This design comes from an exercise in tuning for small area, a short achievable clock period and few clock cycles per item on the open sky130 flow, not from production work.
Where RTL was checked, it was by simulation tests only, not by an equivalence proof against the original.
Only the layout flow was run in runs 7 and 8; the RTL was not checked for function there.

`flow/design.v`:
```
`default_nettype none
module xtea (
    input  wire [31:0] a,
    input  wire [31:0] b,
    input  wire [31:0] k,
    input  wire        cin,
    output wire [31:0] y
);
  wire [31:0] f = ((b << 4) ^ (b >> 5)) + b;
  wire [32:0] s = {a, cin} + {f ^ k, cin};
  assign y = s[32:1];
endmodule
`default_nettype none
module xtea_cores (
    input wire clk,
    input wire rst_i,
    input wire valid_i,
    input wire en_i,
    input wire [63:0] data_a_i,
    input wire [63:0] data_b_i,
    input wire [127:0] key,
    input wire decrypt_i,
    output wire [63:0] result_a_o,
    output wire [63:0] result_b_o,
    output reg valid_o,
    output reg busy_o
);
  localparam [31:0] DELTA = 32'h9e3779b9;
  localparam [31:0] SUM32 = 32'hc6ef3720;
  reg [6:0] cnt;
  reg dec;
  reg swp;
  reg [31:0] k0, k1, k2, k3;
  reg [31:0] aa, ba, ab, bb;
  reg [31:0] kr, t;
  wire acc = (~busy_o | valid_o) & valid_i & en_i;
  wire last = dec ? (cnt == 7'd65) : (cnt == 7'd63);
  always @(posedge clk or posedge rst_i) begin
    if (rst_i) begin
      busy_o <= 1'b0;
      valid_o <= 1'b0;
      cnt <= 7'd0;
      dec <= 1'b0;
      swp <= 1'b0;
    end else begin
      if (acc) begin
        busy_o <= 1'b1;
        valid_o <= 1'b0;
        cnt <= 7'd0;
        dec <= decrypt_i;
        swp <= decrypt_i;
      end else begin
        if (valid_o) begin
          busy_o <= 1'b0;
          valid_o <= 1'b0;
        end else if (busy_o) begin
          valid_o <= last;
        end
        cnt <= cnt + 7'd1;
        swp <= dec & (cnt == 7'd64);
      end
    end
  end
  always @(posedge clk) begin
    if (acc) begin
      k0 <= key[127:96];
      k1 <= key[95:64];
      k2 <= key[63:32];
      k3 <= key[31:0];
    end
  end
  wire p = cnt[0] ^ dec;   
  wire [1:0] sel = cnt[0] ? t[1:0] : t[12:11];
  reg [31:0] ksel;
  always @(*) begin
    case (sel)
      2'd0: ksel = k0;
      2'd1: ksel = k1;
      2'd2: ksel = k2;
      default: ksel = k3;
    endcase
  end
  wire [31:0] sk = t + ksel;
  always @(posedge clk) begin
    if (acc) begin
      kr <= key[127:96];
      t  <= decrypt_i ? SUM32 : DELTA;
    end else begin
      kr <= sk ^ {32{dec}};
      if (p) t <= dec ? t - DELTA : t + DELTA;
    end
  end
  wire [31:0] na, nb;
  xtea step_a (.a(aa), .b(ba), .k(kr), .cin(dec), .y(na));
  xtea step_b (.a(ab), .b(bb), .k(kr), .cin(dec), .y(nb));
  always @(posedge clk) begin
    if (acc) begin
      aa <= data_a_i[63:32];
      ba <= data_a_i[31:0];
      ab <= data_b_i[63:32];
      bb <= data_b_i[31:0];
    end else begin
      aa <= ba;
      ba <= swp ? aa : na;
      ab <= bb;
      bb <= swp ? ab : nb;
    end
  end
  assign result_a_o = {aa, ba};
  assign result_b_o = {ab, bb};
endmodule
```
`flow/standard.sh`:
```
#!/bin/bash
# synth_recipe.tcl (not shown) runs the flow's synth.tcl, then flattens the netlist and writes it again
# the make line also repeats each setting of config.mk as NAME=value (left out here)
make -C /OpenROAD-flow-scripts/flow DESIGN_CONFIG=/design/flow/config.mk WORK_HOME=/design/flow/orfs CLKGATE_MAP_FILE= SYNTH_SCRIPT=/design/flow/synth_recipe.tcl "${@:-finish}"
```
`flow/config.mk`:
```
export PLATFORM = sky130hd
export DESIGN_NAME = xtea_cores
export DESIGN_NICKNAME = xtea_cores
export VERILOG_FILES = /design/flow/design.v
export SDC_FILE = /design/flow/constraint.sdc
export NUM_CORES = 4
export LEC_CHECK = 0
export ABC_AREA = 1
export CAP_MARGIN = 20
export CORE_MARGIN = 2
export CORE_UTILIZATION = 40
export SETUP_SLACK_MARGIN = 3.8
export SLEW_MARGIN = 20
```
`flow/flow/run.sh`:
```
#!/bin/bash
# Standard ORFS layout, but the port buffers are the smallest buffer cell and
# CTS uses smaller buffers and no dummy loads.
set -euo pipefail
export BUFFER_PORTS_ARGS="-buffer_cell sky130_fd_sc_hd__buf_1"
export ADDER_MAP_FILE=
export CTS_ARGS="-sink_clustering_enable -repair_clock_nets -dont_use_dummy_load -buf_list {sky130_fd_sc_hd__clkbuf_4 sky130_fd_sc_hd__clkbuf_8}"
bash standard.sh > standard_make.log 2>&1
```
`flow/constraint.sdc`:
```
create_clock -name core_clock -period 7.0 [get_ports {clk}]
set_input_delay 1.4000 -clock core_clock [delete_from_list [all_inputs] [get_ports {clk}]]
set_output_delay 1.4000 -clock core_clock [all_outputs]
set_load 0.01 [all_outputs]
```
==> results of run 1 <==
-- sequential cells by signal (all words and copies together), names as in the netlist --
register,cells
dec,1
k3,32
busy_o,1
swp,1
k0,32
cnt,7
ab,32
bb,32
valid_o,1
aa,32
k1,32
ba,32
t,32
k2,32
kr,32
-- stage by stage --
step	instances	utilization [%]	worst slack [ns]
after global placement	5744	43.6	2.97
after floorplan	4538	-	3.95
after global routing	5969	51.3	3.68
final	5969	51.3	3.85
after CTS	5836	46.1	3.80
after detailed placement	5744	43.6	2.93
-- worst max-delay path by stage --
stage,startpoint,endpoint,slack (ns),depth (start not counted)
floorplan,en_i,t[0]$_DFFE_PP_,3.95,5
global placement,dec$_DFFE_PP0P_,t[30]$_DFFE_PP_,2.97,13
detailed placement,cnt[0]$_DFF_PP0_,kr[27]$_DFF_P_,2.93,20
CTS,bb[20]$_DFF_P_,bb[25]$_DFF_P_,3.80,24
global route,ba[9]$_DFF_P_,ba[27]$_DFF_P_,3.68,22
finish,dec$_DFFE_PP0P_,t[20]$_DFFE_PP_,3.85,21
-- critical path, delay by kind of cell (launching register included) --
kind | cells | cell delay (ns)
simple gates | 11 | 0.92
flops | 1 | 0.52
xor+xnor | 1 | 0.13
buf+inv | 7 | 0.86
compound gates | 2 | 0.40
-- layout by cell type (no fill, tap or decap), types with 99 or more instances in the layout --
cell	n
nand2_1	1487
inv_1	496
buf_1	390
nand3_1	340
nand2_2	271
nor2_1	228
o21ai_0	207
edfxtp_1	160
buf_4	143
a21oi_1	135
xor2_1	123
nor2_2	104
dfxtp_1	99
-- timing repair --
item                       4_1_cts  5_1_grt
gates cloned                     6        6
pin swaps                       19      169
setup buffers                   28      126
hold endpoints to repair         0        0
hold buffers                     0        0
setup endpoints to repair       94       78
resized for setup              182      691
-- layer usage --
metal	up-vias	part of all wire, %
met5	-	0
met4	0	5.3
met3	312	7.5
met2	1329	46
met1	14700	41
li1	15500	-
-- kinds of logic after synthesis --
kind of cell	Yosys count
xor gates and xnor gates	166
DFF	331
AOI/OAI and AO/OA	543
buffers and inverters	695
and+or+nand+nor	2803
-- cell type report --
type	instances	area (um2)
tap	882	1100
multi-input combinational	3516	19000
fill	7150	33300
clock buffer	58	798
sequential	331	8490
antenna	1	2.50
timing repair buffer	565	3180
inverter	616	2430
==> impl_metrics.tcl, run 1 <==
set metrics [dict create \
    reg2reg_setup_slack_ns 3.85 \
    crit_path_frequent_cell "nand2_1" \
    finalCriticalPeriod_ns 3.15 \
    cp-end-kind "flop" \
    drtAntennaViolNets 0 \
    synthArstFlopShare_pct 3.32 \
    grt_use_total_pct 32.0 \
    hold_depth 2 \
    cp_max_fo 7 \
    max_stage_delay_ns 0.52 \
    synthAdderAreaFrac_pct 0 \
    ys_seq_elements 331 \
    synth_cell_types 58 \
    status "timing/DRC/antenna clean" \
    gp_congestion 1.01 \
    critPathRequiredTime_ns 7.41 \
    hold_viol_final 0 \
    h-tree-depth 2 \
    clk_latency_ns 0.71 \
    grt_pass1_wl_um 172000 \
    yosysTopAreaCellShare_pct 23.4 \
    maxSlewViolCount 0 \
    crit_chain "buf_12 > clkinvlp_4 > buf_12 > buf_4 > nor2_1 > inv_1 > nand3_1 > and2_4 > inv_2 > nand2_1 > nand2_2 > nand3_2 > nand2_2 > a31oi_4 > o21bai_1 > nand2_1 > nand2_2 > buf_4 > xor2_1 > nand2_1 > nand2_1" \
    synth_compound_area_share_pct 11.1 \
    syn_nets 4799 \
    tritoncts "done" \
    timing.final.crit_share_pct 45.0 \
    use_met3_pct 5.07 \
    post_drt_wl_per_cell_um 20.2 \
    gr-total-overflow 0 \
    clk_pin_slew_worst_paths_ns 0.06 \
    grt_use_met1_pct 40.7 \
    yosysMostFrequentCell "nand2_1" \
    layout-drive-gt1-share_pct 22.8 \
    rr_worst_depth 21 \
    core_um2 68300 \
    grt_pass1_vias 29200 \
    dieArea_um2 70900 \
    setup_viol 0 \
    syn_area_per_cell_um2 6.06 \
    post-route-drc-count 0 \
    final.setup_skew_ns 0.0680 \
    area_delta_synth_final_pct 27.4 \
    syn_area_um2 27500 \
    crit_type "flop to flop" \
    postRouteWirelength_um 121000 \
    synthSimpleGateAreaFrac_pct 43.6 \
    cts_buffers 58 \
    use_met2_pct 53.5 \
    arrival_ns 3.55 \
    muxShareOfSynthArea_pct 0 \
    yosysTopAreaCell "nand2_1" \
    min-delay-start "bb[31]$_DFF_P_" \
    design_area_um2 35100 \
    dieHeight_um 266 \
    drt_iter0_drc 2828 \
    worstReg2RegStart "dec$_DFFE_PP0P_" \
    worst_slew_pin_slew_ns 0.935 \
    yosysSeqAreaShare_pct 30.1 \
    post_dp_cell_area_um2 29800 \
    synth_ff_type "edfxtp_1" \
    grt_max_degree 185 \
    slew_headroom_pct 37.7 \
    fmax_mhz 318 \
    hold-worst-slack_ns 0.519 \
    cts.sinks 331 \
    die_width_um 266 \
    hold_path_end "ab[31]$_DFF_P_" \
    num_rows 96 \
    syn_inst 4538 \
    synth_area_leaders "nand2_1 (23%), edfxtp_1 (17%), dfxtp_1 (12%), nand3_1 (7.7%), inv_1 (7.2%)" \
    reg2reg_to "t[20]$_DFFE_PP_" \
    tns_ns 0 \
    grt-busiest-layer "met2" \
    min_path_type "flop to flop" \
    first_pass_iters 8 \
    antenna_found_initial 3 \
    yosysWarnings 1 \
    synth-edff-count 160 \
    ys_top_cells_by_count "nand2_1 (1719), inv_1 (529), nand3_1 (423)" \
    start_util_pct 40.3 \
    dr_total_vias 31800 \
    avgViaCountPerCell 5.33 \
    start_kind "flop" \
    crit_path_top_delay_cell "dfrtp_4" \
    fin_nets 5349 \
    hpwl_um 93000 \
    synth_top_family_by_area "simple AND/OR/NAND/NOR gates" \
    synthXorXnorAreaFrac_pct 5.28 \
    cts_buffer_depth 3 \
    rsz0062_at_grt "yes" \
    port_buffers 390 \
    drv_cap 0 \
    io_pins 391 \
    cts-root-buf "clkbuf_8" \
]
Testbench counts, summed over its fixed seeds: cycles 25,346, items 768.
==> run 2: changes to the inputs <==
--- a/flow/config.mk
+++ b/flow/config.mk
@@ -9,5 +9,5 @@
 export CAP_MARGIN = 20
 export CORE_MARGIN = 2
 export CORE_UTILIZATION = 40
-export SETUP_SLACK_MARGIN = 3.8
+export SETUP_SLACK_MARGIN = 3.0
 export SLEW_MARGIN = 20
==> run 2 against run 1 <==
  * Critical endpoint is now ba[27]$_DFF_P_
  * Count of clock-buffer cells in the layout up 3
  * Global-route usage down 0.89 points
  * Worst setup slack worse by 0.73 ns
  * Cell count down 2.7%
  * Clock skew up 0.029 ns
  * Critical path depth unchanged
==> impl_metrics.tcl, run 2 <==
set metrics [dict create \
    crit_path_top_delay_cell "dfxtp_1" \
    io_pins 391 \
    syn_inst 4538 \
    setup_viol 0 \
    yosysMostFrequentCell "nand2_1" \
    yosysWarnings 1 \
    crit_path_frequent_cell "nand2_1" \
    drt_iter0_drc 2582 \
    syn_area_um2 27500 \
    tns_ns 0 \
    cts_buffers 61 \
    synth-edff-count 160 \
    postRouteWirelength_um 114000 \
    max_stage_delay_ns 0.65 \
    hold_depth 2 \
    min-delay-start "cnt[6]$_DFF_PP0_" \
    h-tree-depth 2 \
    cts_buffer_depth 3 \
    start_kind "flop" \
    post_dp_cell_area_um2 29800 \
    reg2reg_to "ba[27]$_DFF_P_" \
    worstReg2RegStart "ba[17]$_DFF_P_" \
    core_um2 68300 \
    grt_pass1_vias 28400 \
    grt_max_degree 151 \
    die_width_um 266 \
    status "timing/DRC/antenna clean" \
    finalCriticalPeriod_ns 3.87 \
    yosysTopAreaCell "nand2_1" \
    synth_area_leaders "nand2_1 (23%), edfxtp_1 (17%), dfxtp_1 (12%), nand3_1 (7.7%), inv_1 (7.2%)" \
    rr_worst_depth 21 \
    tritoncts "done" \
    use_met2_pct 52.3 \
    timing.final.crit_share_pct 55.3 \
    final_cell_mix "nand2_1 (1719), inv_1 (528), nand3_1 (422), buf_1 (390), nor2_1 (339)" \
    fmax_mhz 258 \
    area_delta_synth_final_pct 11.6 \
    crit_chain "inv_2 > nand2_1 > nand2_1 > nand2_1 > nand2_1 > nor2_1 > nand2_1 > nor2_1 > nand3_1 > nand4_1 > nand2_1 > nand2_1 > nand2_2 > nor2_2 > nand2_1 > nor2_1 > o21ai_0 > nand4_1 > nand3_1 > nand2_1 > nand2_1" \
    yosysSeqAreaShare_pct 30.1 \
    utilization_pct 44.9 \
    grt_pass1_wl_um 167000 \
    cts_hold_buf 0 \
    cts.sinks 331 \
    antenna_found_initial 1 \
    arrival_ns 4.43 \
    ys_top_cells_by_count "nand2_1 (1719), inv_1 (529), nand3_1 (423)" \
    hpwl_um 92600 \
    drv_cap 0 \
    design_area_um2 30700 \
    fillCellCount 7355 \
    num_rows 96 \
    cts-root-buf "clkbuf_8" \
    cp_max_fo 6 \
    gp_congestion 1.03 \
    clk_latency_ns 0.73 \
    post_drt_wl_per_cell_um 19.7 \
    gr-total-overflow 0 \
    syn_nets 4799 \
    cp-end-kind "flop" \
    post-route-drc-count 0 \
    multiInputGateArea_um2 16600 \
    maxSlewViolCount 0 \
    first_pass_iters 6 \
    crit_type "flop to flop" \
    grt-busiest-layer "met2" \
    synth_ff_type "edfxtp_1" \
    syn_area_per_cell_um2 6.06 \
    layout-drive-gt1-share_pct 8.55 \
    hold_path_end "cnt[6]$_DFF_PP0_" \
    synthArstFlopShare_pct 3.32 \
    use_met3_pct 5.08 \
    final.setup_skew_ns 0.0969 \
    grt_use_total_pct 31.1 \
    start_util_pct 40.3 \
    ys_seq_elements 331 \
    grt_use_met1_pct 39.2 \
    dieHeight_um 266 \
    worst_slew_pin_slew_ns 0.991 \
    critPathRequiredTime_ns 7.55 \
    slew_headroom_pct 33.9 \
    seqCellArea_um2 8290 \
    reg2reg_setup_slack_ns 3.13 \
    dieArea_um2 70900 \
    drtAntennaViolNets 0 \
    dr_total_vias 30500 \
    clk_pin_slew_worst_paths_ns 0.07 \
    min_path_type "flop to flop" \
    port_buffers 390 \
    yosysTopAreaCellShare_pct 23.4 \
    synth_cell_types 58 \
    hold_viol_final 0 \
    avgViaCountPerCell 5.25 \
    layout_commonest_cell "nand2_1" \
    rsz0062_at_grt "yes" \
    fin_nets 5187 \
]
-- run 2: per-layer routing --
layer / share of wire [%] / wire, um
met5: 0 / 0
met1: 41 / 47200
met3: 7.7 / 8780
met2: 47 / 53100
met4: 4.4 / 5040
-- run 2: kinds of logic (layout without fill, tap and decap cells) --
family	Yosys count	after routing	synth area share (%)
and+or+nand+nor	2803	2805	43.6
buffers and inverters	695	1079	9.86
AOI/OAI and AO/OA	543	543	11.1
DFF	331	331	30.1
xor gates and xnor gates	166	166	5.28
other	0	1	0
-- run 2: worst max-delay path: cells and delay by family, from the launching register on --
kind            cells  cell delay [ns]
compound gates      1             0.26
buf+inv             1             0.19
flops               1             0.65
simple gates       19             2.59
-- run 2: layout make-up --
type                    instances  share of cell area [%]
diodes                          1                 0.00815
inverters                     616                    7.58
multi-input cells            3514                    53.9
repair buffers                402                    5.16
clock buffers                  61                    2.73
well taps                     882                    3.59
flip-flops and latches        331                    27.0
-- run 2: stage by stage --
step / worst slack [ns] / hold WS (ns) / cells
6_report: 3.13 / 0.564 / 5807
4_1_cts: 3.06 / 0.568 / 5803
3_5_place_dp: 2.91 / 0.555 / 5742
2_1_floorplan: 3.59 / 0.519 / 4538
3_3_place_gp: 2.95 / 0.550 / 5742
5_1_grt: 2.97 / 0.598 / 5807
-- run 2: worst max path at each step --
stage                           startpoint             endpoint  slack, ns
after detailed placement  cnt[0]$_DFF_PP0_       kr[31]$_DFF_P_       2.91
after CTS                  dec$_DFFE_PP0P_  t[24]$_SDFFCE_PP0P_       3.06
after global placement    cnt[0]$_DFF_PP0_       kr[31]$_DFF_P_       2.95
after floorplan                       en_i      k0[0]$_DFFE_PP_       3.59
after global routing       dec$_DFFE_PP0P_  t[24]$_SDFFCE_PP0P_       2.97
final                       ba[17]$_DFF_P_       ba[27]$_DFF_P_       3.13
-- run 2: what timing repair did --
action,4_1_cts,5_1_grt
gates cloned,0,2
setup endpoints to repair,17,36
gates resized for setup,1,11
setup buffers,0,1
pin swaps,0,2
==> run 3: changes to the inputs <==
--- a/flow/config.mk
+++ b/flow/config.mk
@@ -9,5 +9,5 @@
 export CAP_MARGIN = 20
 export CORE_MARGIN = 2
 export CORE_UTILIZATION = 40
-export SETUP_SLACK_MARGIN = 3.0
+export SETUP_SLACK_MARGIN = 3.4
 export SLEW_MARGIN = 20
==> run 3 against run 2 <==
  * Design area is 1.6% higher
  * Die area is the same
  * Sequential share of layout area down 0.16 points
  * Critical endpoint is now kr[23]$_DFF_P_
  * Still clean
  * Worst setup slack better by 0.42 ns
==> impl_metrics.tcl, run 3 <==
set metrics [dict create \
    syn_area_um2 27500 \
    synthXorXnorAreaFrac_pct 5.28 \
    grt_pass1_vias 28500 \
    critPathRequiredTime_ns 7.53 \
    synth_cell_types 58 \
    muxShareOfSynthArea_pct 0 \
    final_cell_mix "nand2_1 (1710), inv_1 (525), nand3_1 (419), buf_1 (390), nor2_1 (324)" \
    hold_depth 2 \
    fillCellCount 7328 \
    finalCriticalPeriod_ns 3.45 \
    crit_path_top_delay_cell "edfxtp_1" \
    grt_pass1_wl_um 168000 \
    crit_buf_inv 7 \
    synth-edff-count 160 \
    yosysSeqAreaShare_pct 30.1 \
    rsz0062_at_grt "yes" \
    worst_slack_ns 3.55 \
    timing.final.crit_share_pct 49.3 \
    tritoncts "done" \
    drv_cap 0 \
    synthAdderAreaFrac_pct 0 \
    antenna_found_initial 2 \
    post_dp_cell_area_um2 29800 \
    multiInputGateArea_um2 16700 \
    port_buffers 390 \
    setup_viol 0 \
    dieHeight_um 266 \
    start_util_pct 40.3 \
    area_delta_synth_final_pct 13.5 \
    seqCellArea_um2 8380 \
    gr-total-overflow 0 \
    path_delay_family "simple AND/OR/NAND/NOR gates" \
    synth_ff_type "edfxtp_1" \
    dieArea_um2 70900 \
    syn_area_per_cell_um2 6.06 \
    hold_viol_final 0 \
    cts-root-buf "clkbuf_8" \
    die_width_um 266 \
    post_drt_wl_per_cell_um 19.7 \
    ys_seq_elements 331 \
    maxSlewViolCount 0 \
    cts_buffer_depth 3 \
    drt_iter0_drc 2656 \
    status "timing/DRC/antenna clean" \
    postRouteWirelength_um 115000 \
    clk_pin_slew_worst_paths_ns 0.06 \
    post-route-drc-count 0 \
    syn_nets 4799 \
    worst_slew_pin_slew_ns 0.981 \
    crit_path_frequent_cell "nand2_1" \
    dr_total_vias 30700 \
    rr_worst_depth 22 \
    cts.sinks 331 \
    avgViaCountPerCell 5.27 \
    tns_ns 0 \
    synthSimpleGateAreaFrac_pct 43.6 \
    synthArstFlopShare_pct 3.32 \
    reg2reg_setup_slack_ns 3.55 \
    reg2reg_to "kr[23]$_DFF_P_" \
    arrival_ns 3.98 \
    min-delay-start "cnt[6]$_DFF_PP0_" \
    clk_latency_ns 0.73 \
    first_pass_iters 6 \
    slew_headroom_pct 34.6 \
    cp_max_fo 37 \
    core_um2 68300 \
    yosysWarnings 1 \
    crit_chain "inv_2 > o21ai_4 > buf_12 > nor2_4 > buf_12 > buf_4 > nand2_1 > nand3_1 > o21ai_2 > nor2_2 > inv_1 > nand2_1 > nor2_2 > inv_2 > nor2_2 > inv_2 > nor2_1 > nand3_1 > nand2_1 > nand2_1 > nand3_1 > nand2_1" \
    cts_buffers 61 \
    fmax_mhz 290 \
    design_area_um2 31200 \
    num_rows 96 \
    max_stage_delay_ns 0.50 \
    grt_max_degree 151 \
    yosysMostFrequentCell "nand2_1" \
    min_path_type "flop to flop" \
    crit_type "flop to flop" \
    yosysTopAreaCellShare_pct 23.4 \
    layout_commonest_cell "nand2_1" \
    h-tree-depth 2 \
    hold_path_end "cnt[6]$_DFF_PP0_" \
    ys_top_cells_by_count "nand2_1 (1719), inv_1 (529), nand3_1 (423)" \
    synth_compound_area_share_pct 11.1 \
    gp_congestion 1.03 \
    fin_nets 5205 \
    grt_use_total_pct 31.3 \
    hold-worst-slack_ns 0.566 \
    io_pins 391 \
    post-place-ws_ns 2.91 \
    yosysTopAreaCell "nand2_1" \
    cp-end-kind "flop" \
    worstReg2RegStart "t[11]$_DFFE_PP_" \
    synth_top_family_by_area "simple AND/OR/NAND/NOR gates" \
    start_kind "flop" \
    hpwl_um 92600 \
    drtAntennaViolNets 0 \
    layout-drive-gt1-share_pct 10.6 \
    final.setup_skew_ns 0.101 \
    synth_area_leaders "nand2_1 (23%), edfxtp_1 (17%), dfxtp_1 (12%), nand3_1 (7.7%), inv_1 (7.2%)" \
    syn_inst 4538 \
]
[run 3: changes by cell type in the layout (fill, tap and decap cells not counted), sizes merged]
| cell | previous run | this run |
|---|---|---|
| inv | 611 | 608 |
| diode | 1 | 2 |
| nor2 | 419 | 420 |
| clkinvlp | 1 | 4 |
| buf | 401 | 416 |
| nand2 | 1806 | 1807 |
| clkbuf | 62 | 63 |
[run 3: tightest hold or removal path, cell delays in order, from the launching register on]
cell and delay [ns]:
dfrtp_1 0.35, nor2_1 0.05, nor3_1 0.11
[run 3: worst max-delay path by stage]
stage | start | end | cells past startpoint
4_1_cts | dec$_DFFE_PP0P_ | t[30]$_DFFE_PP_ | 13
2_1_floorplan | en_i | k0[0]$_DFFE_PP_ | 4
3_3_place_gp | cnt[0]$_DFF_PP0_ | kr[31]$_DFF_P_ | 19
5_1_grt | bb[18]$_DFF_P_ | bb[30]$_DFF_P_ | 22
6_report | t[11]$_DFFE_PP_ | kr[23]$_DFF_P_ | 22
3_5_place_dp | cnt[0]$_DFF_PP0_ | kr[31]$_DFF_P_ | 19
[run 3: layout make-up]
| cell class | count | share of cell area (%) |
|---|---|---|
| timing repair buffer | 418 | 5.79 |
| clock buffer | 61 | 2.69 |
| tap | 882 | 3.53 |
| multi-input combinational | 3516 | 53.6 |
| antenna | 2 | 0.0160 |
| inverter | 616 | 7.52 |
| sequential | 331 | 26.8 |
[run 3: through the flow]
| step | std cells | utilization (%) |
|---|---|---|
| 6_report | 5826 | 45.7 |
| 3_3_place_gp | 5742 | 43.6 |
| 2_1_floorplan | 4538 | - |
| 5_1_grt | 5825 | 45.7 |
| 4_1_cts | 5807 | 45.0 |
| 3_5_place_dp | 5742 | 43.6 |
[run 3: cell families after synthesis]
group,count (synthesis)
xor+xnor,166
buf+inv,695
compound gates,543
simple gates,2803
flops,331
[run 3: repair_timing]
action                     4_1_cts  5_1_grt
buffers inserted                 2       13
setup endpoints to repair       47       68
gates cloned                     2        4
hold buffers                     0        0
gates resized for setup         21      111
pin swaps                        2       11
[run 3: metal layers]
layer  vias to the layer above  routed length, um  GRT usage (%)
li1                      15200                  -              -
met1                     13900              46700           39.4
met2                      1260              53200           52.6
met3                       284               9140           4.97
met4                         2               5730           13.8
met5                         -                 12              0
==> run 4: changes to the inputs <==
==> flow/flow/run.sh (replaced) <==
#!/bin/bash
# Standard ORFS layout, but the port buffers are the smallest buffer cell and
# CTS uses smaller buffers and no dummy loads.
set -euo pipefail
export BUFFER_PORTS_ARGS="-buffer_cell sky130_fd_sc_hd__buf_1"
export CTS_ARGS="-sink_clustering_enable -repair_clock_nets -dont_use_dummy_load -buf_list {sky130_fd_sc_hd__clkbuf_4 sky130_fd_sc_hd__clkbuf_8}"
bash standard.sh > standard_make.log 2>&1
--- a/flow/config.mk
+++ b/flow/config.mk
@@ -9,5 +9,5 @@
 export CAP_MARGIN = 20
 export CORE_MARGIN = 2
 export CORE_UTILIZATION = 40
-export SETUP_SLACK_MARGIN = 3.4
+export SETUP_SLACK_MARGIN = 3
 export SLEW_MARGIN = 20
==> run 4 against run 3 <==
  * Still clean
  * Sequential share of layout area is 2.5 points higher
  * First-iteration DRC count is 26% lower
  * Die area is 11% lower
  * Design area fell by 8.3%
  * Critical path type unchanged
==> impl_metrics.tcl, run 4 <==
set metrics [dict create \
    tns_ns 0 \
    max_stage_delay_ns 0.44 \
    hold_depth 2 \
    slew_headroom_pct 36.8 \
    syn_area_per_cell_um2 7.23 \
    h-tree-depth 2 \
    clk_latency_ns 0.69 \
    layout_commonest_cell "nand2_1" \
    io_pins 391 \
    cts_buffer_depth 3 \
    post_drt_wl_per_cell_um 19.1 \
    antenna_found_initial 2 \
    fmax_mhz 264 \
    dieHeight_um 252 \
    post-route-drc-count 0 \
    hold_path_end "ab[2]$_DFF_P_" \
    cp-end-kind "flop" \
    drtAntennaViolNets 0 \
    dr_total_vias 23900 \
    grt_pass1_vias 22900 \
    worst_slack_ns 3.22 \
    yosysMostFrequentCell "nand2_1" \
    yosysSeqAreaShare_pct 33.8 \
    gp_congestion 0.970 \
    area_delta_synth_final_pct 16.8 \
    postRouteWirelength_um 87600 \
    arrival_ns 4.33 \
    min_path_type "flop to flop" \
    yosysTopAreaCell "edfxtp_1" \
    cts_buffers 58 \
    grt_max_degree 100 \
    cts_hold_buf 0 \
    tritoncts "done" \
    final_cell_mix "nand2_1 (950), buf_1 (390), inv_1 (340), nor2_1 (275), a21oi_1 (222)" \
    cp_max_fo 6 \
    reg2reg_setup_slack_ns 3.22 \
    grt_pass1_wl_um 131000 \
    crit_path_top_delay_cell "dfxtp_2" \
    drt_iter0_drc 1972 \
    worstReg2RegStart "bb[19]$_DFF_P_" \
    synthArstFlopShare_pct 3.32 \
    crit_type "flop to flop" \
    hold_viol_final 0 \
    rsz0062_at_grt "yes" \
    maxSlewViolCount 0 \
    syn_inst 3390 \
    reg2reg_to "bb[29]$_DFF_P_" \
    port_buffers 390 \
    fin_nets 4267 \
    cts-root-buf "clkbuf_8" \
    rr_worst_depth 19 \
    gr-total-overflow 0 \
    crit_path_frequent_cell "a21oi_1" \
    yosysWarnings 1 \
    first_pass_iters 6 \
    start_kind "flop" \
    critPathRequiredTime_ns 7.55 \
    diodes 0 \
    grt_use_total_pct 26.7 \
    min-delay-start "bb[2]$_DFF_P_" \
    synth_ff_type "edfxtp_1" \
    timing.final.crit_share_pct 54.0 \
    start_util_pct 40.5 \
    dieArea_um2 63300 \
    final.setup_skew_ns 0.0729 \
    finalCriticalPeriod_ns 3.78 \
    crit_chain "xor2_1 > ha_1 > a21oi_1 > inv_1 > a31oi_2 > o21a_1 > nand3_1 > xor2_2 > inv_1 > ha_1 > a21oi_1 > a21boi_1 > o21ai_0 > a21oi_1 > nand2_1 > a21oi_1 > o21ai_0 > nand2_1 > nand2_1" \
    crit_buf_inv 2 \
    worst_slew_pin_slew_ns 0.948 \
    syn_nets 3858 \
    fillCellCount 6248 \
    ys_seq_elements 331 \
    drv_cap 0 \
    post-place-ws_ns 2.20 \
    synth-edff-count 160 \
    path_delay_family "compound AO/OA/AOI/OAI gates" \
    hpwl_um 68900 \
    synth_area_leaders "edfxtp_1 (20%), nand2_1 (15%), dfxtp_1 (13%), ha_1 (10%), xor2_1 (6.5%)" \
    synth_cell_types 51 \
    layout-drive-gt1-share_pct 8.61 \
    die_width_um 252 \
    avgViaCountPerCell 5.22 \
    yosysTopAreaCellShare_pct 19.6 \
    status "timing/DRC/antenna clean" \
    setup_viol 0 \
    ys_top_cells_by_count "nand2_1 (973), inv_1 (342), nor2_1 (291)" \
    num_rows 90 \
    cts.sinks 331 \
    clk_pin_slew_worst_paths_ns 0.06 \
    core_um2 60500 \
    syn_area_um2 24500 \
]
run 4: cell count changes in the layout (fill, tap and decap cells not counted), moves of 29 or more:
cell,change
nand2_1,-760
nand3_1,-273
inv_1,-185
ha_1,+177
inv_2,-76
nand2_2,-72
nor2_2,-68
a21oi_1,+65
nor2_1,-49
xor2_1,+49
a21oi_2,+33
a21o_1,+29
run 4: layout make-up:
cell class | count | area (um2) | area share (%)
Multi-Input combinational cell | 2638 | 15400 | 53.7
Clock buffer | 58 | 798 | 2.79
Timing Repair Buffer | 420 | 1730 | 6.03
Timing Repair inverter | 2 | 16.3 | 0.0568
Sequential cell | 331 | 8400 | 29.3
Inverter | 348 | 1340 | 4.68
Tap cell | 782 | 978 | 3.42
run 4: metal layers:
| metal | wire (um) | GRT usage (%) |
|---|---|---|
| met5 | 0 | 0 |
| met4 | 2090 | 6.75 |
| met3 | 4950 | 3.21 |
| met2 | 41300 | 45.2 |
| met1 | 39300 | 36.0 |
run 4: logic make-up (layout without fill, tap and decap cells):
| family | Yosys count | in the layout | share of synthesized area (%) |
|---|---|---|---|
| DFF | 331 | 331 | 33.8 |
| adders and majority gates | 207 | 207 | 10.7 |
| AOI/OAI and AO/OA | 650 | 650 | 14.8 |
| buffers and inverters | 421 | 828 | 6.53 |
| xor gates and xnor gates | 239 | 239 | 8.54 |
| and+or+nand+nor | 1542 | 1542 | 25.6 |
run 4: stage by stage:
step | cell area [um2] | std cells | util [%] | hold WS, ns
after floorplan | 24500 | 3390 | - | 0.515
after global routing | 28600 | 4579 | 47.3 | 0.485
after global placement | 26800 | 4501 | 44.3 | 0.521
after detailed placement | 26800 | 4501 | 44.3 | 0.521
final | 28600 | 4579 | 47.3 | 0.472
after CTS | 27800 | 4568 | 45.9 | 0.502
run 4: how the worst max path moves through the flow:
stage                startpoint         endpoint  slack, ns  cells after the start
6_report         bb[19]$_DFF_P_   bb[29]$_DFF_P_       3.22                     19
5_1_grt           ba[2]$_DFF_P_   ba[25]$_DFF_P_       2.93                     21
4_1_cts           bb[5]$_DFF_P_   bb[20]$_DFF_P_       3.00                     21
3_5_place_dp   cnt[0]$_DFF_PP0_   kr[28]$_DFF_P_       2.20                     17
3_3_place_gp   cnt[0]$_DFF_PP0_   kr[16]$_DFF_P_       2.28                     27
2_1_floorplan              en_i  k0[0]$_DFFE_PP_       3.08                      4
run 4: what timing repair did:
action,in CTS,in global routing
pin swaps,3,22
setup endpoints to repair,51,57
buffers inserted,8,10
resized for setup,38,225
gates cloned,1,1
run 4: worst min-delay path: cells and delay by family, from the launching register on:
| family | cells | cell delay (ns) |
|---|---|---|
| flip-flops | 1 | 0.35 |
| AND/OR/NAND/NOR | 2 | 0.12 |
==> run 5: changes to the inputs <==
==> flow/flow/run.sh (replaced) <==
#!/bin/bash
# Standard ORFS layout, but the port buffers are the smallest buffer cell and
# CTS uses smaller buffers and no dummy loads.
set -euo pipefail
export BUFFER_PORTS_ARGS="-buffer_cell sky130_fd_sc_hd__buf_1"
export CTS_ARGS="-sink_clustering_enable -repair_clock_nets -dont_use_dummy_load -buf_list {sky130_fd_sc_hd__clkbuf_4} -sink_clustering_size 16"
bash standard.sh > standard_make.log 2>&1
--- a/flow/config.mk
+++ b/flow/config.mk
@@ -5,9 +5,8 @@
 export SDC_FILE = /design/flow/constraint.sdc
 export NUM_CORES = 4
 export LEC_CHECK = 0
-export ABC_AREA = 1
 export CAP_MARGIN = 20
 export CORE_MARGIN = 2
 export CORE_UTILIZATION = 40
-export SETUP_SLACK_MARGIN = 3
+export SETUP_SLACK_MARGIN = 2.2
 export SLEW_MARGIN = 20
==> run 5 against run 4 <==
  * First-iteration DRC count fell by 37%
  * Count of clock-buffer cells in the layout rose by 37
  * Sequential share of layout area rose by 2.4 points
  * Critical path depth rose by 2
  * Design area fell by 7.9%
  * Register-to-register slack got worse by 1.0 ns
  * Area after synthesis fell by 9.6%
  * Global-route usage fell by 3.1 points
  * Non-clock buffer count rose by 44
==> impl_metrics.tcl, run 5 <==
set metrics [dict create \
    synth-edff-count 160 \
    io_pins 391 \
    worst_slew_pin_slew_ns 0.947 \
    syn_inst 2377 \
    start_util_pct 40.3 \
    hold_viol_final 0 \
    drtAntennaViolNets 0 \
    grt_pass1_wl_um 104000 \
    post_drt_wl_per_cell_um 19.3 \
    avgViaCountPerCell 5.44 \
    cp_max_fo 4 \
    tritoncts "done" \
    multiInputGateArea_um2 14100 \
    slew_headroom_pct 36.8 \
    post-route-drc-count 0 \
    final_cell_mix "buf_1 (390), nand2_1 (306), a21oi_1 (245), nor2_1 (199), ha_1 (181)" \
    min_path_type "flop to flop" \
    crit_chain "xor2_2 > ha_1 > buf_4 > nand4_1 > a21oi_1 > o41ai_4 > nand2_2 > nor2_1 > a21oi_1 > xnor2_1 > ha_1 > a21oi_4 > or2b_1 > nor4b_4 > o21ai_2 > a21oi_4 > nor2_2 > a211oi_2 > a21oi_2 > or4_1 > a31oi_1" \
    syn_area_um2 22200 \
    grt_pass1_vias 19100 \
    area_delta_synth_final_pct 19.0 \
    clk_latency_ns 0.84 \
    max_stage_delay_ns 0.47 \
    tns_ns 0 \
    clk_pin_slew_worst_paths_ns 0.06 \
    port_buffers 390 \
    yosysSeqAreaShare_pct 37.4 \
    maxSlewViolCount 0 \
    synthArstFlopShare_pct 3.32 \
    syn_nets 2845 \
    die_width_um 239 \
    syn_area_per_cell_um2 9.32 \
    antenna_found_initial 2 \
    dieArea_um2 57300 \
    drt_iter0_drc 1241 \
    crit_path_top_delay_cell "or4_1" \
    gr-total-overflow 0 \
    cp-end-kind "flop" \
    grt_use_total_pct 23.6 \
    ys_seq_elements 331 \
    core_um2 55000 \
    first_pass_iters 7 \
    synth_area_leaders "edfxtp_1 (22%), dfxtp_1 (14%), ha_1 (11%), xnor2_1 (7.0%), a21oi_1 (6.0%)" \
    fin_nets 3336 \
    hpwl_um 52900 \
    arrival_ns 5.54 \
    grt_max_degree 146 \
    dr_total_vias 19700 \
    post-place-ws_ns 1.67 \
    layout-drive-gt1-share_pct 13.1 \
    finalCriticalPeriod_ns 4.80 \
    drv_cap 0 \
    postRouteWirelength_um 69700 \
    fmax_mhz 208 \
    yosysTopAreaCellShare_pct 21.7 \
    cts_buffer_depth 3 \
    reg2reg_setup_slack_ns 2.20 \
    h-tree-depth 3 \
    gp_congestion 0.989 \
    worst_slack_ns 2.20 \
    timing.final.crit_share_pct 68.6 \
    setup_viol 0 \
    final.setup_skew_ns 0.0687 \
    cts.sinks 331 \
    num_rows 86 \
    yosysTopAreaCell "edfxtp_1" \
    synth_ff_type "edfxtp_1" \
    ys_top_cells_by_count "nand2_1 (309), a21oi_1 (265), nor2_1 (203)" \
    start_kind "flop" \
    crit_type "flop to flop" \
    cts_hold_buf 0 \
    synth_cell_types 81 \
    cts-root-buf "clkbuf_4" \
    layout_commonest_cell "buf_1" \
    rsz0062_at_grt "yes" \
    yosysWarnings 1 \
    yosysMostFrequentCell "nand2_1" \
    cts_buffers 95 \
    seqCellArea_um2 8380 \
    critPathRequiredTime_ns 7.74 \
    fillCellCount 5170 \
    dieHeight_um 239 \
    status "timing/DRC/antenna clean" \
]
[run 5: cell count changes in the layout (fill, tap and decap cells not counted), moves of 45 or more]
cell,before,now
o21ai_0,215,105
inv_1,340,45
nor2_1,275,199
clkbuf_4,0,95
nand3_1,146,36
clkbuf_8,58,0
buf_4,26,71
xnor2_1,55,173
a21o_1,31,90
nand2_1,950,306
[run 5: worst paths after layout]
path,cells after the start,to,start
max,21,ba[31]$_DFF_P_,ba[3]$_DFF_P_
min,2,aa[2]$_DFF_P_,ba[2]$_DFF_P_
max reg2reg,21,ba[31]$_DFF_P_,ba[3]$_DFF_P_
min reg2reg,2,aa[2]$_DFF_P_,ba[2]$_DFF_P_
max in group asynchronous,2,swp$_DFF_PP0_,rst_i
min in group asynchronous,2,dec$_DFFE_PP0P_,rst_i
[run 5: timing repair]
action                                  in CTS  in global routing
pin swaps                                   19                 64
endpoints found under the setup margin      28                 29
cloned                                       0                  0
buffers inserted                             9                 54
gates resized for setup                     53                132
[run 5: kinds of logic after synthesis]
kind of cell               Yosys count  synth area share [%]
AOI/OAI and AO/OA                  644                  18.0
and+or+nand+nor                    718                  14.4
buffers and inverters              116                  1.97
muxes                               50                  4.09
adders and majority gates          207                  11.9
DFF                                331                  37.4
xor gates and xnor gates           311                  12.3
[run 5: critical path, delay by kind of cell (launching register included)]
family                     cells  cell delay (ns)
buffers and inverters          1             0.13
AOI/OAI and AO/OA              9             1.68
DFF                            1             0.36
adders and majority gates      2             0.71
xor gates and xnor gates       2             0.34
and+or+nand+nor                7             1.51
[run 5: area by class of cell]
type	instances	share of cell area, %
Timing Repair Buffer	464	7.77
Multi-Input combinational cell	1930	53.5
Antenna cell	1	0.00949
Sequential cell	331	31.8
Clock buffer	95	2.70
Inverter	46	0.683
Tap cell	748	3.55
[run 5: stage by stage]
step	hold slack (ns)	util (%)	std cells	instance area [um2]
detailed placement	0.496	44.5	3456	24500
CTS	0.463	46.2	3560	25400
global placement	0.494	44.5	3456	24500
global route	0.503	48.0	3615	26400
finish	0.491	48.0	3615	26400
floorplan	0.505	-	2377	22200
[run 5: metal layers]
metal / part of all wire [%] / GRT usage (%)
met5: 0.014 / 0
met4: 3.0 / 8.56
met3: 6.1 / 4.16
met2: 48 / 40.2
met1: 43 / 29.9
==> run 6: changes to the inputs <==
==> flow/run.sh (new file) <==
#!/bin/bash
# synth_recipe.tcl (not shown) runs the flow's synth.tcl, then flattens the netlist and writes it again
# the make line also repeats each setting of config.mk as NAME=value (left out here)
make -C /OpenROAD-flow-scripts/flow DESIGN_CONFIG=/design/flow/config.mk WORK_HOME=/design/flow/orfs CLKGATE_MAP_FILE= SYNTH_SCRIPT=/design/flow/synth_recipe.tcl finish
--- a/flow/config.mk
+++ b/flow/config.mk
@@ -8,5 +8,5 @@
 export CAP_MARGIN = 20
 export CORE_MARGIN = 2
 export CORE_UTILIZATION = 40
-export SETUP_SLACK_MARGIN = 2.2
+export SETUP_SLACK_MARGIN = 3
 export SLEW_MARGIN = 20
removed: flow/flow/run.sh
removed: flow/standard.sh
==> run 6 against run 5 <==
  * Worst setup slack improved by 0.12 ns
  * Highest routed layer unchanged
  * Critical endpoint unchanged
  * Die area did not move
  * Design area rose by 17%
  * First-iteration DRC count fell by 5.3%
  * Utilization rose by 8.4 points
  * Still clean
==> impl_metrics.tcl, run 6 <==
set metrics [dict create \
    yosysTopAreaCell "edfxtp_1" \
    critPathRequiredTime_ns 7.49 \
    syn_area_um2 22200 \
    layout-drive-gt1-share_pct 18.5 \
    h-tree-depth 2 \
    final_cell_mix "clkdlybuf4s50_1 (390), nand2_1 (304), a21oi_1 (214), nor2_1 (191), xnor2_1 (163)" \
    synthArstFlopShare_pct 3.32 \
    drtAntennaViolNets 0 \
    maxSlewViolCount 0 \
    die_width_um 239 \
    layout_commonest_cell "clkdlybuf4s50_1" \
    cts_buffers 40 \
    final.setup_skew_ns 0.0295 \
    crit_type "flop to flop" \
    ys_seq_elements 331 \
    ys_top_cells_by_count "nand2_1 (309), a21oi_1 (265), nor2_1 (203)" \
    clk_pin_slew_worst_paths_ns 0.06 \
    hpwl_um 54500 \
    diodes 0 \
    grt_max_degree 135 \
    cp-end-kind "flop" \
    start_util_pct 40.3 \
    finalCriticalPeriod_ns 4.68 \
    synth_cell_types 81 \
    tritoncts "done" \
    syn_nets 2845 \
    area_delta_synth_final_pct 39.8 \
    fmax_mhz 214 \
    tns_ns 0 \
    postRouteWirelength_um 73700 \
    post-route-drc-count 0 \
    utilization_pct 56.4 \
    timing.final.crit_share_pct 66.9 \
    dieArea_um2 57300 \
    yosysTopAreaCellShare_pct 21.7 \
    first_pass_iters 5 \
    grt_pass1_vias 19300 \
    arrival_ns 5.17 \
    port_buffers 390 \
    yosysSeqAreaShare_pct 37.4 \
    cp_max_fo 6 \
    drt_iter0_drc 1175 \
    dr_total_vias 19700 \
    hold_viol_final 0 \
    synth_area_leaders "edfxtp_1 (22%), dfxtp_1 (14%), ha_1 (11%), xnor2_1 (7.0%), a21oi_1 (6.0%)" \
    fin_nets 3347 \
    synth-edff-count 160 \
    cts-root-buf "clkbuf_16" \
    cts.sinks 331 \
    antenna_found_initial 1 \
    start_kind "flop" \
    min_path_type "flop to flop" \
    dp_cells 3455 \
    num_rows 86 \
    drv_cap 0 \
    dieHeight_um 239 \
    io_pins 391 \
    final_cells 3657 \
    yosysWarnings 1 \
    slew_headroom_pct 41.3 \
    gr-total-overflow 0 \
    gp_congestion 0.943 \
    post_drt_wl_per_cell_um 20.2 \
    cts_buffer_depth 3 \
    clk_latency_ns 0.58 \
    setup_viol 0 \
    core_um2 55000 \
    syn_area_per_cell_um2 9.32 \
    rsz0062_at_grt "yes" \
    worst_slew_pin_slew_ns 0.878 \
    synth_ff_type "edfxtp_1" \
    status "timing/DRC/antenna clean" \
    grt_pass1_wl_um 109000 \
    avgViaCountPerCell 5.39 \
    cts_hold_buf 0 \
    reg2reg_setup_slack_ns 2.32 \
    grt_use_total_pct 24.5 \
    syn_inst 2377 \
    yosysMostFrequentCell "nand2_1" \
]
## run 6: cell types whose count changed in the layout (fill, tap and decap cells not counted), moves of 26 or more
cell             before  now
a21oi_1             245  214
a21oi_2              16   46
buf_1               390    0
buf_4                71  116
clkbuf_16             0   42
clkbuf_4             95    0
clkdlybuf4s50_1       0  390
o21ai_0             105   79
## run 6: logic make-up after synthesis
kind of cell	count (synthesis)	synth area share, %
mux	50	4.09
xor+xnor	311	12.3
flops	331	37.4
compound gates	644	18.0
fa+ha+maj	207	11.9
buf+inv	116	1.97
simple gates	718	14.4
## run 6: repair_timing
| action | 4_1_cts | 5_1_grt |
|---|---|---|
| gates cloned | 1 | 1 |
| pin swaps | 123 | 133 |
| endpoints found under the setup margin | 68 | 63 |
| hold endpoints to repair | 0 | 0 |
| buffers inserted | 76 | 52 |
| gates resized for setup | 168 | 172 |
## run 6: area by class of cell
class,instances,area [um2]
tap,748,936
timing repair inverter,1,7.51
clock buffer,48,1070
multi-input combinational,1930,15000
clock inverter,24,313
sequential,331,8390
fill,4808,24000
inverter,46,189
timing repair buffer,529,5100
## run 6: through the flow
step	hold WS [ns]	area (um2)	worst slack (ns)
after global placement	0.484	27100	2.09
after detailed placement	0.490	27100	1.98
final	0.509	31000	2.32
after floorplan	0.476	22500	2.50
after CTS	0.498	29800	2.34
after global routing	0.524	31000	2.16
## run 6: routing by layer
metal,up-vias,track usage (%),part of all wire [%]
met5,-,0,0.011
met4,2,6.59,2.9
met3,124,3.43,4.8
met2,554,42.5,49
met1,9501,32.0,44
li1,9545,-,-
## run 6: worst paths after layout
check                               startpoint                 end  cells past startpoint
worst min register to register   ba[0]$_DFF_P_       aa[0]$_DFF_P_                      2
worst max register to register  ba[17]$_DFF_P_      ba[31]$_DFF_P_                     19
worst min-delay path             ba[0]$_DFF_P_       aa[0]$_DFF_P_                      2
min in group asynchronous                rst_i  busy_o$_DFFE_PP0P_                      2
worst max-delay path            ba[17]$_DFF_P_      ba[31]$_DFF_P_                     19
max in group asynchronous                rst_i     dec$_DFFE_PP0P_                      2
## run 6: worst max-delay path, cell delays in order (launching register included)
cell	delay [ns]
dfxtp_2	0.45
xor2_1	0.19
ha_2	0.34
a21o_1	0.17
a211o_1	0.32
a21oi_4	0.19
buf_6	0.14
xnor2_2	0.08
ha_1	0.32
a21o_1	0.17
a21oi_2	0.17
or2b_1	0.31
nor4b_4	0.42
o21ai_4	0.12
a21oi_4	0.21
nor2_2	0.06
a211oi_2	0.26
a21oi_2	0.06
or4_1	0.46
a31oi_1	0.16
==> run 7: changes to the inputs <==
--- a/flow/design.v
+++ b/flow/design.v
@@ -30,6 +30,7 @@
   reg [6:0] cnt;
   reg dec;
   reg swp;
+  reg cin;   
   reg [31:0] k0, k1, k2, k3;
   reg [31:0] aa, ba, ab, bb;
   reg [31:0] kr, t;
@@ -42,6 +43,7 @@
       cnt <= 7'd0;
       dec <= 1'b0;
       swp <= 1'b0;
+      cin <= 1'b0;
     end else begin
       if (acc) begin
         busy_o <= 1'b1;
@@ -49,6 +51,7 @@
         cnt <= 7'd0;
         dec <= decrypt_i;
         swp <= decrypt_i;
+        cin <= decrypt_i;
       end else begin
         if (valid_o) begin
           busy_o <= 1'b0;
@@ -58,6 +61,7 @@
         end
         cnt <= cnt + 7'd1;
         swp <= dec & (cnt == 7'd64);
+        cin <= cin & busy_o;
       end
     end
   end
@@ -91,8 +95,8 @@
     end
   end
   wire [31:0] na, nb;
-  xtea step_a (.a(aa), .b(ba), .k(kr), .cin(dec), .y(na));
-  xtea step_b (.a(ab), .b(bb), .k(kr), .cin(dec), .y(nb));
+  xtea step_a (.a(aa), .b(ba), .k(kr), .cin(cin), .y(na));
+  xtea step_b (.a(ab), .b(bb), .k(kr), .cin(cin), .y(nb));
   always @(posedge clk) begin
     if (acc) begin
       aa <= data_a_i[63:32];
==> flow/flow/run.sh (new file) <==
#!/bin/bash
# Standard ORFS layout, but the port buffers are the smallest buffer cell and
# CTS uses smaller buffers and no dummy loads.
set -euo pipefail
export BUFFER_PORTS_ARGS="-buffer_cell sky130_fd_sc_hd__buf_1"
export ADDER_MAP_FILE=
export CTS_ARGS="-sink_clustering_enable -repair_clock_nets -dont_use_dummy_load -buf_list {sky130_fd_sc_hd__clkbuf_4 sky130_fd_sc_hd__clkbuf_8}"
bash standard.sh > standard_make.log 2>&1
==> flow/standard.sh (new file) <==
#!/bin/bash
# synth_recipe.tcl (not shown) runs the flow's synth.tcl, then flattens the netlist and writes it again
# the make line also repeats each setting of config.mk as NAME=value (left out here)
make -C /OpenROAD-flow-scripts/flow DESIGN_CONFIG=/design/flow/config.mk WORK_HOME=/design/flow/orfs CLKGATE_MAP_FILE= SYNTH_SCRIPT=/design/flow/synth_recipe.tcl "${@:-finish}"
--- a/flow/config.mk
+++ b/flow/config.mk
@@ -5,8 +5,9 @@
 export SDC_FILE = /design/flow/constraint.sdc
 export NUM_CORES = 4
 export LEC_CHECK = 0
+export ABC_AREA = 1
 export CAP_MARGIN = 20
 export CORE_MARGIN = 2
 export CORE_UTILIZATION = 40
-export SETUP_SLACK_MARGIN = 3
+export SETUP_SLACK_MARGIN = 3.4
 export SLEW_MARGIN = 20
removed: flow/run.sh
==> run 7 against run 6 <==
  * Still clean on timing, DRC and antenna
  * Design area grew 0.43%
  * Worst setup slack improved by 1.3 ns
  * Flip-flop and latch count grew 1
  * Synthesized cell count grew 92%
  * Routed wire length increased by 54%
  * Critical path type is now input port to flop
==> impl_metrics.tcl, run 7 <==
set metrics [dict create \
    status "timing/DRC/antenna clean" \
    gp_congestion 1.02 \
    reg2reg_setup_slack_ns 3.58 \
    num_rows 95 \
    rsz0062_at_grt "yes" \
    yosysWarnings 1 \
    dp_cells 5752 \
    yosysTopAreaCellShare_pct 23.8 \
    syn_nets 4816 \
    ys_seq_elements 332 \
    final.setup_skew_ns 0.0871 \
    yosysSeqAreaShare_pct 30.3 \
    utilization_pct 46.1 \
    rr_worst_depth 8 \
    synth_area_leaders "nand2_1 (24%), edfxtp_1 (18%), dfxtp_1 (12%), nand3_1 (8.3%), inv_1 (7.0%)" \
    synthArstFlopShare_pct 3.61 \
    cts_buffer_depth 3 \
    syn_area_per_cell_um2 6.02 \
    cts-root-buf "clkbuf_8" \
    clk_latency_ns 0.73 \
    yosysMostFrequentCell "nand2_1" \
    io_pins 391 \
    diodes 0 \
    hold_path_end "cnt[6]$_DFF_PP0_" \
    start_util_pct 40.6 \
    hold_viol_final 0 \
    crit_path_top_delay_cell "buf_4" \
    fin_nets 5223 \
    setup_viol 0 \
    drt_iter0_drc 2957 \
    postRouteWirelength_um 114000 \
    finalCriticalPeriod_ns 3.42 \
    final_cells 5833 \
    clk_pin_slew_worst_paths_ns 0.05 \
    reg2reg_to "t[28]$_DFFE_PP_" \
    slew_headroom_pct 19.9 \
    drv_cap 0 \
    cp_max_fo 154 \
    max_stage_delay_ns 0.79 \
    hold_depth 2 \
    die_width_um 266 \
    start_kind "input port" \
    tns_ns 0 \
    crit_path_frequent_cell "buf_4" \
    syn_area_um2 27400 \
    hpwl_um 91800 \
    layout-drive-gt1-share_pct 9.88 \
    antenna_found_initial 2 \
    synth_cell_types 60 \
    worstReg2RegStart "busy_o$_DFFE_PP0P_" \
    synth_ff_type "edfxtp_1" \
    dr_total_vias 30800 \
    cts_buffers 60 \
    crit_chain "buf_1 > nand3_2 > buf_4 > inv_8 > buf_4 > o21ai_0" \
    dieHeight_um 266 \
    layout_commonest_cell "nand2_1" \
    cp-end-kind "flop" \
    post_drt_wl_per_cell_um 19.5 \
    syn_inst 4555 \
    first_pass_iters 9 \
    crit_type "input port to flop" \
    drtAntennaViolNets 0 \
    gr-total-overflow 0 \
    h-tree-depth 2 \
    worst_slew_pin_slew_ns 1.20 \
    core_um2 67500 \
    avgViaCountPerCell 5.28 \
    synth-edff-count 160 \
    grt_max_degree 155 \
    yosysTopAreaCell "nand2_1" \
    ys_top_cells_by_count "nand2_1 (1736), inv_1 (511), nand3_1 (456)" \
    cts_hold_buf 0 \
    critPathRequiredTime_ns 7.35 \
    grt_pass1_wl_um 166000 \
    grt_pass1_vias 28300 \
    grt_use_total_pct 30.9 \
    post-route-drc-count 0 \
    timing.final.crit_share_pct 48.9 \
    min_path_type "flop to flop" \
    cts.sinks 332 \
    dieArea_um2 70600 \
    area_delta_synth_final_pct 13.5 \
    port_buffers 390 \
    final_cell_mix "nand2_1 (1728), inv_1 (508), nand3_1 (447), buf_1 (390), nor2_1 (324)" \
    maxSlewViolCount 0 \
    crit_buf_inv 4 \
    fillCellCount 7490 \
    path_delay_family "buffers and inverters" \
    tritoncts "done" \
    fmax_mhz 292 \
    hold-worst-slack_ns 0.545 \
    arrival_ns 3.77 \
    min-delay-start "cnt[6]$_DFF_PP0_" \
]
==> run 7: cell types whose count changed after synthesis, moves of 93 or more <==
cell,before,now
ha_1,201,0
inv_1,46,511
nand2_1,309,1736
nand3_1,37,456
nor2_1,203,346
o21ai_1,3,96
xnor2_1,177,46
==> run 7: per-layer routing <==
layer	global-route usage (%)	part of all wire (%)
met5	0	0.0070
met4	11.6	4.3
met3	4.28	7.6
met2	50.9	45
met1	41.1	43
==> run 7: area by class of cell <==
class	count	area [um2]	share of cell area (%)
tap	873	1090	3.51
clock buffer	60	826	2.65
timing repair buffer	421	1830	5.89
multi-input combinational	3540	16600	53.5
inverter	607	2310	7.42
sequential	332	8410	27.0
==> run 7: logic make-up (layout without fill, tap and decap cells) <==
family | after synthesis | after routing | share of synthesized area, %
AOI/OAI and AO/OA | 560 | 560 | 11.3
buffers and inverters | 685 | 1088 | 9.76
and+or+nand+nor | 2818 | 2820 | 43.5
xor gates and xnor gates | 160 | 160 | 5.14
DFF | 332 | 332 | 30.3
==> run 7: through the flow <==
| stage | setup slack [ns] | area, um2 |
|---|---|---|
| after floorplan | 3.57 | 27400 |
| after global placement | 2.97 | 29700 |
| after detailed placement | 2.87 | 29700 |
| after CTS | 3.36 | 30600 |
| after global routing | 3.35 | 31100 |
| final | 3.58 | 31100 |
==> run 7: how the worst max path moves through the flow <==
stage,startpoint,end,cells after the start
final,en_i,t[28]$_DFFE_PP_,6
after global routing,busy_o$_DFFE_PP0P_,t[28]$_DFFE_PP_,8
after CTS,cnt[0]$_DFF_PP0_,kr[25]$_DFF_P_,17
after detailed placement,en_i,t[28]$_DFFE_PP_,6
after global placement,en_i,t[28]$_DFFE_PP_,6
after floorplan,en_i,k0[0]$_DFFE_PP_,4
==> run 7: repair_timing <==
item / in CTS / in global routing
buffers inserted: 0 / 15
resized for setup: 16 / 134
cloned: 2 / 4
hold endpoints to repair: 0 / 0
endpoints found under the setup margin: 38 / 64
pin swaps: 2 / 12
==> run 7: tightest hold or removal path, delay by kind of cell (launching register included) <==
family	cells	cell delay [ns]
compound gates	1	0.12
flops	1	0.32
buf+inv	1	0.07
==> run 8: changes to the inputs <==
--- a/flow/config.mk
+++ b/flow/config.mk
@@ -9,5 +9,5 @@
 export CAP_MARGIN = 20
 export CORE_MARGIN = 2
 export CORE_UTILIZATION = 40
-export SETUP_SLACK_MARGIN = 3.4
+export SETUP_SLACK_MARGIN = 3.7
 export SLEW_MARGIN = 20
==> run 8 against run 7 <==
  * Still clean
  * Cell count grew 1.1%
  * Critical path depth increased by 15
  * Routed wire length increased by 6.1%
  * Flip-flop and latch count stayed put
  * Via count rose by 3.5%
  * Worst hold slack better by 0.0047 ns
  * Clock skew grew 0.0026 ns
  * Utilization rose by 3.4 points
  * Register-to-register slack gained 0.22 ns
==> impl_metrics.tcl, run 8 <==
set metrics [dict create \
    postRouteWirelength_um 121000 \
    fmax_mhz 313 \
    first_pass_iters 8 \
    tritoncts "done" \
    cts_hold_buf 0 \
    synth_ff_type "edfxtp_1" \
    grt_max_degree 220 \
    synth_area_leaders "nand2_1 (24%), edfxtp_1 (18%), dfxtp_1 (12%), nand3_1 (8.3%), inv_1 (7.0%)" \
    synthXorXnorAreaFrac_pct 5.14 \
    start_kind "flop" \
    post_drt_wl_per_cell_um 20.4 \
    drt_iter0_drc 3054 \
    syn_nets 4816 \
    post-route-drc-count 0 \
    hold-worst-slack_ns 0.550 \
    start_util_pct 40.6 \
    dieArea_um2 70600 \
    slew_headroom_pct 21.6 \
    cp_max_fo 6 \
    synth-edff-count 160 \
    finalCriticalPeriod_ns 3.20 \
    dr_total_vias 31900 \
    timing.final.crit_share_pct 45.7 \
    dieHeight_um 266 \
    cp-end-kind "flop" \
    grt_pass1_wl_um 174000 \
    gp_congestion 0.995 \
    cts_buffer_depth 3 \
    clk_pin_slew_worst_paths_ns 0.05 \
    grt_pass1_vias 29100 \
    tns_ns 0 \
    drtAntennaViolNets 0 \
    critPathRequiredTime_ns 7.51 \
    yosysWarnings 1 \
    worst_slew_pin_slew_ns 1.18 \
    crit_type "flop to flop" \
    yosysMostFrequentCell "nand2_1" \
    grt_use_total_pct 32.5 \
    fin_nets 5285 \
    arrival_ns 3.70 \
    rsz0062_at_grt "yes" \
    antenna_found_initial 2 \
    layout_commonest_cell "nand2_1" \
    synthSimpleGateAreaFrac_pct 43.5 \
    muxShareOfSynthArea_pct 0 \
    fillCellCount 7354 \
    syn_inst 4555 \
    syn_area_per_cell_um2 6.02 \
    hpwl_um 95200 \
    num_rows 95 \
    cts.sinks 332 \
    synthAdderAreaFrac_pct 0 \
    synthArstFlopShare_pct 3.61 \
    synth_top_family_by_area "simple AND/OR/NAND/NOR gates" \
    gr-total-overflow 0 \
    core_um2 67500 \
    final.setup_skew_ns 0.0897 \
    port_buffers 390 \
    yosysTopAreaCellShare_pct 23.8 \
    h-tree-depth 3 \
    final_cell_mix "nand2_1 (1585), inv_1 (491), nand3_1 (402), buf_1 (390), nor2_1 (253)" \
    post_dp_cell_area_um2 29700 \
    ys_top_cells_by_count "nand2_1 (1736), inv_1 (511), nand3_1 (456)" \
    ys_seq_elements 332 \
    clk_latency_ns 0.68 \
    setup_viol 0 \
    hold_viol_final 0 \
    avgViaCountPerCell 5.41 \
    drv_cap 0 \
    yosysSeqAreaShare_pct 30.3 \
    syn_area_um2 27400 \
    area_delta_synth_final_pct 22.0 \
    layout-drive-gt1-share_pct 17.7 \
    design_area_um2 33400 \
    utilization_pct 49.5 \
    yosysTopAreaCell "nand2_1" \
    die_width_um 266 \
    synth_cell_types 60 \
    cts-root-buf "clkbuf_8" \
    maxSlewViolCount 0 \
    status "timing/DRC/antenna clean" \
    cts_buffers 66 \
    io_pins 391 \
    min_path_type "flop to flop" \
    synth_compound_area_share_pct 11.3 \
]
run 8: cell counts after synthesis:
No cell type changed its count.
run 8: path summary, 6_finish.rpt:
path,startpoint,to,slack [ns],cells after the start
max,ba[26]$_DFF_P_,ba[29]$_DFF_P_,3.80,21
min reg2reg,cnt[2]$_DFF_PP0_,cnt[2]$_DFF_PP0_,0.55,2
min,cnt[2]$_DFF_PP0_,cnt[2]$_DFF_PP0_,0.55,2
max in group asynchronous,rst_i,swp$_DFF_PP0_,5.69,2
max reg2reg,ba[26]$_DFF_P_,ba[29]$_DFF_P_,3.80,21
min in group asynchronous,rst_i,cnt[5]$_DFF_PP0_,0.92,2
run 8: routing by layer:
metal | GRT usage, % | vias up | share of wire [%]
li1 | - | 15500 | -
met1 | 43.2 | 14700 | 42
met2 | 52.9 | 1408 | 45
met3 | 4.63 | 274 | 7.6
met4 | 13.9 | 0 | 4.8
met5 | 0 | - | 0
run 8: what timing repair did:
action,in CTS,in global routing
setup buffers,21,50
pin swaps,10,67
gates resized for setup,138,505
cloned,4,4
setup endpoints to repair,81,86
hold endpoints to repair,0,0
run 8: final cells by class:
class	instances	area, um2	share of cell area, %
diodes	2	5.00	0.0150
clock buffers	66	908	2.72
inverters	607	2390	7.14
multi-input cells	3543	18100	54.3
flip-flops and latches	332	8520	25.5
well taps	873	1090	3.27
repair buffers	474	2360	7.06
run 8: critical path: stages, from the launching register on:
cell	delay, ns
dfxtp_4	0.43
clkinvlp_4	0.18
nand2_1	0.11
nand2_1	0.06
nand2_1	0.11
nand2_2	0.12
nor2_4	0.14
nand2_1	0.13
nor2_2	0.19
nand3_2	0.16
nand4_1	0.15
nand2_1	0.06
nand2_1	0.10
nand2_2	0.13
nor2_4	0.16
nand2_2	0.14
nor2_4	0.17
nand3_2	0.16
nand4_1	0.13
nand3_1	0.09
nand2_1	0.10
nand2_1	0.05
run 8: per-stage QoR:
stage,setup WS [ns],instances
after global placement,2.64,5750
after CTS,3.70,5841
after global routing,3.62,5896
after floorplan,3.93,4555
final,3.80,5897
after detailed placement,2.58,5750
run 8: kinds of logic after synthesis:
logic type / count (synthesis)
and+or+nand+nor: 2818
buffers and inverters: 685
AOI/OAI and AO/OA: 560
DFF: 332
xor gates and xnor gates: 160

static timing again, ports no longer ideal:
The flow's constraints put no driver on any port. The routed layouts listed below were extracted and timed again, unchanged, in two steps.
Step 1 sets driving cells, clkbuf_16 on the clock port and buf_2 on the other inputs (assumed; they add their load-dependent delay and slew).
Step 2 also shifts input and output timing later by t, the mid clock arrival at the registers, as if the neighbouring blocks saw the same clock.
Slacks: ideal ports / drivers / drivers and shift; pairs: ideal ports / drivers.
run | t, ns | slack for setup (ns) | latest minus earliest clock arrival (ns)
run 1 | 0.741 | 3.853 / 3.853 / 3.324 | 0.070 / 0.070
run 2 | 0.748 | 3.128 / 3.128 / 3.128 | 0.097 / 0.097
run 3 | 0.744 | 3.547 / 3.547 / 3.161 | 0.101 / 0.101
run 4 | 0.709 | 3.219 / 3.219 / 3.219 | 0.073 / 0.073
run 5 | 0.861 | 2.200 / 2.200 / 2.200 | 0.075 / 0.075
run 6 | 0.623 | 2.320 / 2.320 / 2.320 | 0.030 / 0.030
run 7 | 0.740 | 3.578 / 3.581 / 2.871 | 0.089 / 0.088
run 8 | 0.697 | 3.802 / 3.802 / 3.281 | 0.096 / 0.096
After both steps every run listed still meets setup and hold. For run 7, which loses most, drivers alone change the setup slack by +0.003 ns; drivers and shift together by -0.707 ns.
